What follows belongs to an exercise in optimizing a design on an open flow for small area; a production flow would make more cautious choices. Only simulation tests tie the RTL to the original design; equivalence was not proved. Power figures rest on the tool's default switching activity, not on a simulated workload.

==> inputs of run a <==
==> flow/design.v <==
module stack(d_in, d_out, push, pop, reset, empty, full, clock);
input  [15:0] d_in;
input         push, pop, reset, clock;
output reg    empty, full;
output reg [15:0] d_out;
reg  [6:0]    n;           
reg           ph;          
reg  [1023:0] st;          
wire push_ok = push & ~full & ~reset;
wire pop_ok  = pop & ~empty & ~reset & (~push | full);
wire [6:0] n_next = n + {6'd0, push_ok} - {6'd0, pop_ok};
wire [6:0] m = n - {6'd0, pop_ok};
wire [8:0] m_hlt, m_heq;    
wire [7:0] m_lle;           
genvar k, l, g, b;
generate
    for (k = 0; k < 8; k = k + 1) begin : mh
        assign m_hlt[k] = reset | (~m[6] & (m[5:3] < k));
        assign m_heq[k] = ~m[6] & (m[5:3] == k);
    end
    for (l = 0; l < 8; l = l + 1) begin : ml
        assign m_lle[l] = (m[2:0] <= l);
    end
endgenerate
wire [8:0] n_hoh;           
wire [7:0] n_loh;           
generate
    for (k = 0; k < 8; k = k + 1) begin : nh
        assign n_hoh[k] = ~n[6] & (n[5:3] == k);
    end
    assign n_hoh[8] = n[6];
    for (l = 0; l < 8; l = l + 1) begin : nl
        assign n_loh[l] = (n[2:0] == l);
    end
endgenerate
wire [63:0] r, sel;
generate
    for (g = 0; g < 64; g = g + 1) begin : dec
        assign r[g]   = m_hlt[g / 8] | (m_heq[g / 8] & m_lle[g % 8]);
        assign sel[g] = n_hoh[(g + 1) / 8] & n_loh[(g + 1) % 8];
    end
endgenerate
wire [15:0] wdat = d_in ^ {16{ph}};
wire [15:0] c_even = ~{16{push_ok & ~n[0]}} | wdat;
wire [15:0] c_odd  = ~{16{push_ok &  n[0]}} | wdat;
generate
    for (g = 0; g < 64; g = g + 1) begin : row
        wire [15:0] c = (g % 2 == 0) ? c_even : c_odd;
        always @(posedge clock)
            st[16*g +: 16] <= ~(st[16*g +: 16] | ({16{r[g]}} & c));
    end
endgenerate
wire [15:0] rd;
generate
    for (b = 0; b < 16; b = b + 1) begin : rcol
        wire [21:0] grp;    
        for (k = 0; k < 21; k = k + 1) begin : rg
            assign grp[k] = ~((sel[3*k]   & st[16*(3*k)   + b]) |
                              (sel[3*k+1] & st[16*(3*k+1) + b]) |
                              (sel[3*k+2] & st[16*(3*k+2) + b]));
        end
        assign grp[21] = ~(sel[63] & st[16*63 + b]);
        assign rd[b] = ~&grp;
    end
endgenerate
always @(posedge clock) begin
    if (reset) begin
        n     <= 7'd0;
        ph    <= 1'b0;
        empty <= 1'b1;
        full  <= 1'b0;
        d_out <= 16'h0000;
    end else begin
        n     <= n_next;
        ph    <= ~ph;
        empty <= (n_next == 7'd0);
        full  <= n_next[6];
        d_out <= pop_ok ? (rd ^ {16{ph}}) : 16'h0000;
    end
end
endmodule
==> flow/flow/run.sh <==
#!/bin/bash
# Own layout flow: the standard ORFS flow (standard.sh) with
#  - synthesis mapped by an area-oriented ABC script (registers unchanged:
#    same synth script, only the combinational mapping script differs),
#  - small port buffers, and a clock tree of small clock buffers without
#    dummy loads.
set -euo pipefail
W=$(pwd)
F=$W/flow

# synthesis script: the standard flow's synth_recipe.tcl, sourcing a copy of ORFS's
# synth.tcl whose abc call uses flow/abc_area.script
sed "s|log_cmd abc {\*}\$abc_args|set abc_args [lreplace \$abc_args 1 1 $F/abc_area.script]; log_cmd abc {*}\$abc_args|" \
    "$FLOW_HOME/scripts/synth.tcl" > "$W/own_synth.tcl"
grep -q "abc_area.script\]; log_cmd abc" "$W/own_synth.tcl"
sed "s|source \$::env(SCRIPTS_DIR)/synth.tcl|source $W/own_synth.tcl|" synth_recipe.tcl > "$W/own_synth_recipe.tcl"
grep -q "own_synth.tcl" "$W/own_synth_recipe.tcl"

CTS=$(cat "$F/cts_args.txt")

bash standard.sh \
    SYNTH_SCRIPT="$W/own_synth_recipe.tcl" \
    BUFFER_PORTS_ARGS="-buffer_cell sky130_fd_sc_hd__buf_1" \
    CTS_ARGS="$CTS" \
    finish > "$W/flow_make.log" 2>&1
==> flow/flow/abc_area.script <==
&get -n
&st
&dch
&nf -R 1000
&put
topo
stime -c
==> flow/flow/cts_args.txt <==
-sink_clustering_enable -repair_clock_nets -dont_use_dummy_load -buf_list sky130_fd_sc_hd__clkbuf_8 -sink_clustering_size 14 -sink_clustering_max_diameter 50
==> flow/standard.sh <==
#!/bin/bash
# synth_recipe.tcl (not shown) runs the flow's synth.tcl, then flattens the netlist and writes it again
# the make line also repeats each setting of config.mk as NAME=value (left out here)
make -C /OpenROAD-flow-scripts/flow DESIGN_CONFIG=/design/flow/config.mk WORK_HOME=/design/flow/orfs CLKGATE_MAP_FILE= SYNTH_SCRIPT=/design/flow/synth_recipe.tcl "${@:-finish}"
==> flow/config.mk <==
export PLATFORM = sky130hd
export DESIGN_NAME = stack
export DESIGN_NICKNAME = stack
export VERILOG_FILES = /design/flow/design.v
export SDC_FILE = /design/flow/constraint.sdc
export NUM_CORES = 8
export LEC_CHECK = 0
export CAP_MARGIN = 20
export CORE_MARGIN = 2
export CORE_UTILIZATION = 60
export GPL_TIMING_DRIVEN = 0
export SLEW_MARGIN = 20
==> flow/constraint.sdc <==
create_clock -name core_clock -period 7.0 [get_ports {clock}]
set_input_delay 1.4000 -clock core_clock [delete_from_list [all_inputs] [get_ports {clock}]]
set_output_delay 1.4000 -clock core_clock [all_outputs]
set_load 0.01 [all_outputs]
==> inputs of run b, as changes to run a <==
==> flow/design.v, changed modules only <==
module stack(d_in, d_out, push, pop, reset, empty, full, clock);
input  [15:0] d_in;
input         push, pop, reset, clock;
output reg    empty;
output        full;
output [15:0] d_out;
reg  [6:0]   n;            
reg  [1:0]   p;            
reg          tc;           
reg          lp;           
reg          infl;         
reg  [15:0]  T;            
reg  [7:0]   W;            
reg  [503:0] sa, sb;       
assign full = n[6];
wire pu  = push & ~n[6] & ~reset;                   
wire po  = pop & ~empty & ~reset & (~push | n[6]);  
wire wr1 = pu & ~empty & ~tc;                       
wire wr2 = infl & ~reset;                           
wire [6:0] m = (reset | empty) ? 7'd0 : n - 7'd1 - {6'd0, infl} + {6'd0, tc & ~po};
wire [1:0] f1 = n[1:0] - 2'd1;
wire [1:0] f2 = n[1:0] - 2'd2;
wire [7:0] gT, gW;
genvar i, j, q;
generate
    for (i = 0; i < 8; i = i + 1) begin : enc
        assign gT[i] = (p[0] ? T[2*i] : T[2*i+1]) ^ p[1];
        assign gW[i] = (p[0] ? ~T[2*i+1] : T[2*i]) ^ p[1];
    end
endgenerate
wire [7:0] c [0:3];
generate
    for (q = 0; q < 4; q = q + 1) begin : bus
        wire s1 = wr1 & (f1 == q);
        wire s2 = wr2 & (f2 == q);
        assign c[q] = ~(({8{s1}} & ~gT) | ({8{s2}} & ~W));
    end
endgenerate
wire [8:0] hoh;
wire [7:0] loh;
generate
    for (q = 0; q < 8; q = q + 1) begin : oh
        assign hoh[q] = ~n[6] & (n[5:3] == q);
        assign loh[q] = (n[2:0] == q);
    end
endgenerate
assign hoh[8] = n[6];
wire [62:0] r, sel;
generate
    for (j = 0; j < 63; j = j + 1) begin : row
        assign r[j]   = ({1'b0, m} <= j);
        assign sel[j] = hoh[(j + 1) / 8] & loh[(j + 1) % 8];
        always @(posedge clock) begin
            sa[8*j +: 8] <= ~(sb[8*j +: 8] | ({8{r[j]}} & c[j % 4]));
            sb[8*j +: 8] <= sa[8*j +: 8];
        end
    end
endgenerate
wire [15:0] rab;           
generate
    for (i = 0; i < 16; i = i + 1) begin : rcol
        wire [62:0] col;
        for (j = 0; j < 63; j = j + 1) begin : cj
            assign col[j] = (i < 8) ? sa[8*j + i] : sb[8*j + i - 8];
        end
        wire [20:0] grp;    
        for (q = 0; q < 21; q = q + 1) begin : rg
            assign grp[q] = ~((sel[3*q]   & col[3*q]) |
                              (sel[3*q+1] & col[3*q+1]) |
                              (sel[3*q+2] & col[3*q+2]));
        end
        assign rab[i] = ~&grp;
    end
endgenerate
wire [7:0] ra = rab[7:0];
wire [7:0] rb = rab[15:8];
wire [15:0] rdw;
generate
    for (i = 0; i < 8; i = i + 1) begin : dec
        assign rdw[2*i]   = (p[0] ? rb[i] : ra[i]) ^ p[1];
        assign rdw[2*i+1] = (p[0] ? ra[i] : rb[i]) ^ p[1] ^ p[0];
    end
endgenerate
assign d_out = {16{lp}} & T;
wire [6:0] n_next = n + {6'd0, pu} - {6'd0, po};
always @(posedge clock) begin
    W <= gW;
    if (pu)
        T <= d_in;
    else if (po & tc)
        T <= rdw;
    if (reset) begin
        n     <= 7'd0;
        p     <= 2'd0;
        tc    <= 1'b0;
        infl  <= 1'b0;
        empty <= 1'b1;
        lp    <= 1'b0;
    end else begin
        n     <= n_next;
        p     <= p + 2'd1;
        tc    <= pu ? 1'b0 : (po ? (n != 7'd1) : tc);
        infl  <= wr1;
        empty <= (n_next == 7'd0);
        lp    <= po;
    end
end
endmodule
--- a/flow/flow/run.sh
+++ b/flow/flow/run.sh
@@ -7,2 +7,3 @@
 set -euo pipefail
+export UPSIZE_FO=10
 W=$(pwd)
@@ -24,2 +25,3 @@
     CTS_ARGS="$CTS" \
+    PRE_GLOBAL_PLACE_TCL="$F/pre_gpl.tcl" \
     finish > "$W/flow_make.log" 2>&1
==> flow/flow/cts_args.txt (replaced) <==
-sink_clustering_enable -repair_clock_nets -dont_use_dummy_load -buf_list sky130_fd_sc_hd__clkbuf_4 -sink_clustering_size 10 -sink_clustering_max_diameter 40
==> flow/flow/pre_gpl.tcl (new file) <==
# size up the drivers of high-fanout nets (row selects, write buses) so
# that placement does not need to buffer them
set n 0
foreach inst [get_cells *] {
  set cell [get_property $inst ref_name]
  if {![regexp {^sky130_fd_sc_hd__(nor2|nand2|a21oi|o21ai|nor2b|nand2b|and2|or2|a21o|o21a|xnor2|xor2|inv|clkinv)_(0|1)$} $cell -> base drv]} continue
  foreach pin [get_pins -of_objects $inst -filter "direction==output"] {
    set net [get_nets -of_objects $pin]
    set fo [llength [get_pins -of_objects $net -filter "direction==input"]]
    if {$fo >= $::env(UPSIZE_FO)} {
      replace_cell $inst sky130_fd_sc_hd__${base}_2
      incr n
    }
  }
}
puts "pre_gpl: upsized $n drivers"
- CORE_UTILIZATION: 60 -> 70
- GPL_TIMING_DRIVEN: 0 -> unset
==> comparison table <==
| metric | run b | run a |
|---|---|---|
| Post-Route WL | 105000 um | 113000 um |
| Instance area at placement | 31800 um2 | 35000 um2 |
| Share of the synthesized area in the top cell type | 68.1% | 65.6% |
| Standard-cell rows | 76 | 84 |
| Tightest hold margin | 285 ps | 408 ps |
| Final design area excluding fillers | 32700 um2 | 36300 um2 |
| Core Region | 42900 um2 | 52700 um2 |
| Run status | complete, no violations | complete, no violations |
| R2r setup slk | 2000 ps | 1580 ps |
| Number of flops mapped to enable cells by yosys | 16 | 0 |
| Count of cells along the worst register-to-register path | 12 | 13 |
| Fin crit period | 5550 ps | 6740 ps |
| Total power draw | 15.8 mW | 18.7 mW |
| Worst hold start | sa[418]$_DFF_P_ | st[957]$_DFF_P_ |

* * *

==> run G: inputs <==
RTL: the design.v shown in full above, as it stands there.
==> flow/config.mk <==
export PLATFORM = sky130hd
export DESIGN_NAME = stack
export DESIGN_NICKNAME = stack
export VERILOG_FILES = /design/flow/design.v
export SDC_FILE = /design/flow/constraint.sdc
export NUM_CORES = 8
export LEC_CHECK = 0
export CAP_MARGIN = 20
export CORE_MARGIN = 2
export CORE_UTILIZATION = 60
export SLEW_MARGIN = 20
==> flow/constraint.sdc <==
create_clock -name core_clock -period 7.0 [get_ports {clock}]
set_input_delay 1.4000 -clock core_clock [delete_from_list [all_inputs] [get_ports {clock}]]
set_output_delay 1.4000 -clock core_clock [all_outputs]
set_load 0.01 [all_outputs]
standard.sh (not shown) runs the stock make flow with config.mk's settings and CLKGATE_MAP_FILE= SYNTH_SCRIPT=/design/flow/synth_recipe.tcl, a recipe that flattens the netlist after the stock synthesis.
==> flow/flow/run.sh <==
#!/bin/bash
# Own layout flow: the standard ORFS flow (standard.sh) with
#  - synthesis mapped by an area-oriented ABC script (registers unchanged:
#    same synth script, only the combinational mapping script differs),
#  - small port buffers, and a clock tree of small clock buffers without
#    dummy loads.
set -euo pipefail
W=$(pwd)
F=$W/flow

# synthesis script: the standard flow's synth_recipe.tcl, sourcing a copy of ORFS's
# synth.tcl whose abc call uses flow/abc_area.script
sed "s|log_cmd abc {\*}\$abc_args|set abc_args [lreplace \$abc_args 1 1 $F/abc_area.script]; log_cmd abc {*}\$abc_args|" \
    "$FLOW_HOME/scripts/synth.tcl" > "$W/own_synth.tcl"
grep -q "abc_area.script\]; log_cmd abc" "$W/own_synth.tcl"
sed "s|source \$::env(SCRIPTS_DIR)/synth.tcl|source $W/own_synth.tcl|" synth_recipe.tcl > "$W/own_synth_recipe.tcl"
grep -q "own_synth.tcl" "$W/own_synth_recipe.tcl"

CTS=$(cat "$F/cts_args.txt")

bash standard.sh \
    SYNTH_SCRIPT="$W/own_synth_recipe.tcl" \
    BUFFER_PORTS_ARGS="-buffer_cell sky130_fd_sc_hd__buf_1" \
    CTS_ARGS="$CTS" \
    finish > "$W/flow_make.log" 2>&1
==> flow/flow/abc_area.script <==
&get -n
&st
&dch
&nf -R 1000
&put
topo
stime -c
==> flow/flow/cts_args.txt <==
-sink_clustering_enable -repair_clock_nets -dont_use_dummy_load -buf_list sky130_fd_sc_hd__clkbuf_4 -sink_clustering_size 8 -sink_clustering_max_diameter 40
==> run E (differences from run G) <==
==> flow/design.v, changed modules only <==
module stack(d_in, d_out, push, pop, reset, empty, full, clock);
input  [15:0] d_in;
input         push, pop, reset, clock;
output reg    empty;
output        full;
output reg [15:0] d_out;
reg  [6:0]   n;            
reg  [1:0]   p;            
reg          tc;           
reg          infl;         
reg  [15:0]  T;            
reg  [7:0]   W;            
reg  [503:0] sa, sb;       
assign full = n[6];
wire pu  = push & ~n[6] & ~reset;                   
wire po  = pop & ~empty & ~reset & (~push | n[6]);  
wire wr1 = pu & ~empty & ~tc;                       
wire wr2 = infl & ~reset;                           
wire [6:0] m = (reset | empty) ? 7'd0 : n - 7'd1 - {6'd0, infl} + {6'd0, tc & ~po};
wire [1:0] f1 = n[1:0] - 2'd1;
wire [1:0] f2 = n[1:0] - 2'd2;
wire [7:0] gT, gW;
genvar i, j, q;
generate
    for (i = 0; i < 8; i = i + 1) begin : enc
        assign gT[i] = (p[0] ? T[2*i] : T[2*i+1]) ^ p[1];
        assign gW[i] = (p[0] ? ~T[2*i+1] : T[2*i]) ^ p[1];
    end
endgenerate
wire [7:0] c [0:3];
generate
    for (q = 0; q < 4; q = q + 1) begin : bus
        wire s1 = wr1 & (f1 == q);
        wire s2 = wr2 & (f2 == q);
        assign c[q] = ~(({8{s1}} & ~gT) | ({8{s2}} & ~W));
    end
endgenerate
wire [8:0] hoh;
wire [7:0] loh;
generate
    for (q = 0; q < 8; q = q + 1) begin : oh
        assign hoh[q] = ~n[6] & (n[5:3] == q);
        assign loh[q] = (n[2:0] == q);
    end
endgenerate
assign hoh[8] = n[6];
wire [62:0] r, sel;
generate
    for (j = 0; j < 63; j = j + 1) begin : row
        assign r[j]   = ({1'b0, m} <= j);
        assign sel[j] = hoh[(j + 2) / 8] & loh[(j + 2) % 8];
        always @(posedge clock) begin
            sa[8*j +: 8] <= ~(sb[8*j +: 8] | ({8{r[j]}} & c[j % 4]));
            sb[8*j +: 8] <= sa[8*j +: 8];
        end
    end
endgenerate
wire [15:0] rab;           
generate
    for (i = 0; i < 16; i = i + 1) begin : rcol
        wire [62:0] col;
        for (j = 0; j < 63; j = j + 1) begin : cj
            assign col[j] = (i < 8) ? sa[8*j + i] : sb[8*j + i - 8];
        end
        wire [20:0] grp;    
        for (q = 0; q < 21; q = q + 1) begin : rg
            assign grp[q] = ~((sel[3*q]   & col[3*q]) |
                              (sel[3*q+1] & col[3*q+1]) |
                              (sel[3*q+2] & col[3*q+2]));
        end
        assign rab[i] = ~&grp;
    end
endgenerate
wire [7:0] ra = rab[7:0];
wire [7:0] rb = infl ? W : rab[15:8];
wire [15:0] rdw;
generate
    for (i = 0; i < 8; i = i + 1) begin : dec
        assign rdw[2*i]   = (p[0] ? rb[i] : ra[i]) ^ p[1];
        assign rdw[2*i+1] = (p[0] ? ra[i] : rb[i]) ^ p[1] ^ p[0];
    end
endgenerate
wire [6:0] n_next = n + {6'd0, pu} - {6'd0, po};
always @(posedge clock) begin
    W <= gW;
    if (pu)
        T <= d_in;
    else if (po)
        T <= rdw;
    if (reset) begin
        n     <= 7'd0;
        p     <= 2'd0;
        tc    <= 1'b0;
        infl  <= 1'b0;
        empty <= 1'b1;
        d_out <= 16'h0000;
    end else begin
        n     <= n_next;
        p     <= p + 2'd1;
        tc    <= pu ? 1'b0 : (po ? (n != 7'd1) : tc);
        infl  <= wr1;
        empty <= (n_next == 7'd0);
        d_out <= po ? T : 16'h0000;
    end
end
endmodule
--- a/flow/flow/run.sh
+++ b/flow/flow/run.sh
@@ -5,6 +5,7 @@
 #  - small port buffers, and a clock tree of small clock buffers without
 #    dummy loads.
 set -euo pipefail
+export UPSIZE_FO=10
 W=$(pwd)
 F=$W/flow
 
@@ -22,4 +23,5 @@
     SYNTH_SCRIPT="$W/own_synth_recipe.tcl" \
     BUFFER_PORTS_ARGS="-buffer_cell sky130_fd_sc_hd__buf_1" \
     CTS_ARGS="$CTS" \
+    PRE_GLOBAL_PLACE_TCL="$F/pre_gpl.tcl" \
     finish > "$W/flow_make.log" 2>&1
==> flow/flow/cts_args.txt (replaced) <==
-sink_clustering_enable -repair_clock_nets -dont_use_dummy_load -buf_list sky130_fd_sc_hd__clkbuf_4 -sink_clustering_size 10 -sink_clustering_max_diameter 40
==> flow/flow/pre_gpl.tcl (new file) <==
# size up the drivers of high-fanout nets (row selects, write buses) so
# that placement does not need to buffer them
set n 0
foreach inst [get_cells *] {
  set cell [get_property $inst ref_name]
  if {![regexp {^sky130_fd_sc_hd__(nor2|nand2|a21oi|o21ai|nor2b|nand2b|and2|or2|a21o|o21a|xnor2|xor2|inv|clkinv)_(0|1)$} $cell -> base drv]} continue
  foreach pin [get_pins -of_objects $inst -filter "direction==output"] {
    set net [get_nets -of_objects $pin]
    set fo [llength [get_pins -of_objects $net -filter "direction==input"]]
    if {$fo >= $::env(UPSIZE_FO)} {
      replace_cell $inst sky130_fd_sc_hd__${base}_2
      incr n
    }
  }
}
puts "pre_gpl: upsized $n drivers"
- CORE_UTILIZATION: 60 -> 70
==> notes.md <==
metric                                                                      run G                     run E
DRT met1 WL                                                              43400 um                  37500 um
Leading cell type in the layout, fill and taps excluded  sky130_fd_sc_hd__a21oi_1  sky130_fd_sc_hd__dfxtp_1
Post-route clock skew                                                   0.0823 ns                 0.0911 ns
Avg Cell Area, Syn                                                       11.2 um2                  12.3 um2
Syn-to-layout area delta                                                    9.89%                     8.31%
Seq Cell Count                                                               1049                      1060
Final Routed Wirelength                                                 115000 um                 103000 um
Number of buffers inserted during clock tree synthesis                        152                       131
Placed standard-cell area                                               34000 um2                 32200 um2
Sequential fraction of the synthesis area                                   0.656                     0.698
Result of the run                                no timing/DRC/antenna violations  no timing/DRC/antenna violations
Number of clock sinks                                                        1049                      1060
First-pass GRT wire length                                              168000 um                 148000 um
Total Die Area                                                          55200 um2                 45400 um2
Fillcell total                                                               4136                      2797
Post-DR vias/cell                                                            7.27                      7.48
Worst Path Arrival                                                        5.71 ns                   6.06 ns
Post-synthesis instance area                                            32000 um2                 30600 um2

==> static timing again, ports no longer ideal <==
No port has a modelled driver above. Below, the same layouts with a new extraction and two added sets of constraints.
Step 1 sets driving cells, clkbuf_16 on the clock port and buf_2 on the other inputs (assumed; they add their load-dependent delay and slew).
Step 2, shift: input delay + t, output delay - t, t = (earliest + latest rising clock arrival at the registers) / 2. This alone moves slack from input paths to output paths.
a / b / c = no drivers / after step 1 / after step 2; a / b = the first two.
run	t, ns	slack for setup (ns)	slew at the worst register clock pin (ns)	worst data-port slew with drivers (ns)	cell pins on the clock port's net
run a	0.754	0.257 / 0.182 / -0.572	0.10 / 0.10	0.13	1
run b	0.983	1.452 / 1.482 / 0.499	0.11 / 0.11	0.05	1
run G	1.062	2.195 / 2.195 / 1.187	0.10 / 0.10	0.04	1
run E	1.060	1.660 / 1.660 / 1.126	0.12 / 0.12	0.08	1
Met with ideal ports but missed after step 2: setup timing in run a. The setup slack of run G, which loses most, moves by 0.000 ns with the drivers and by -1.008 ns with both steps.
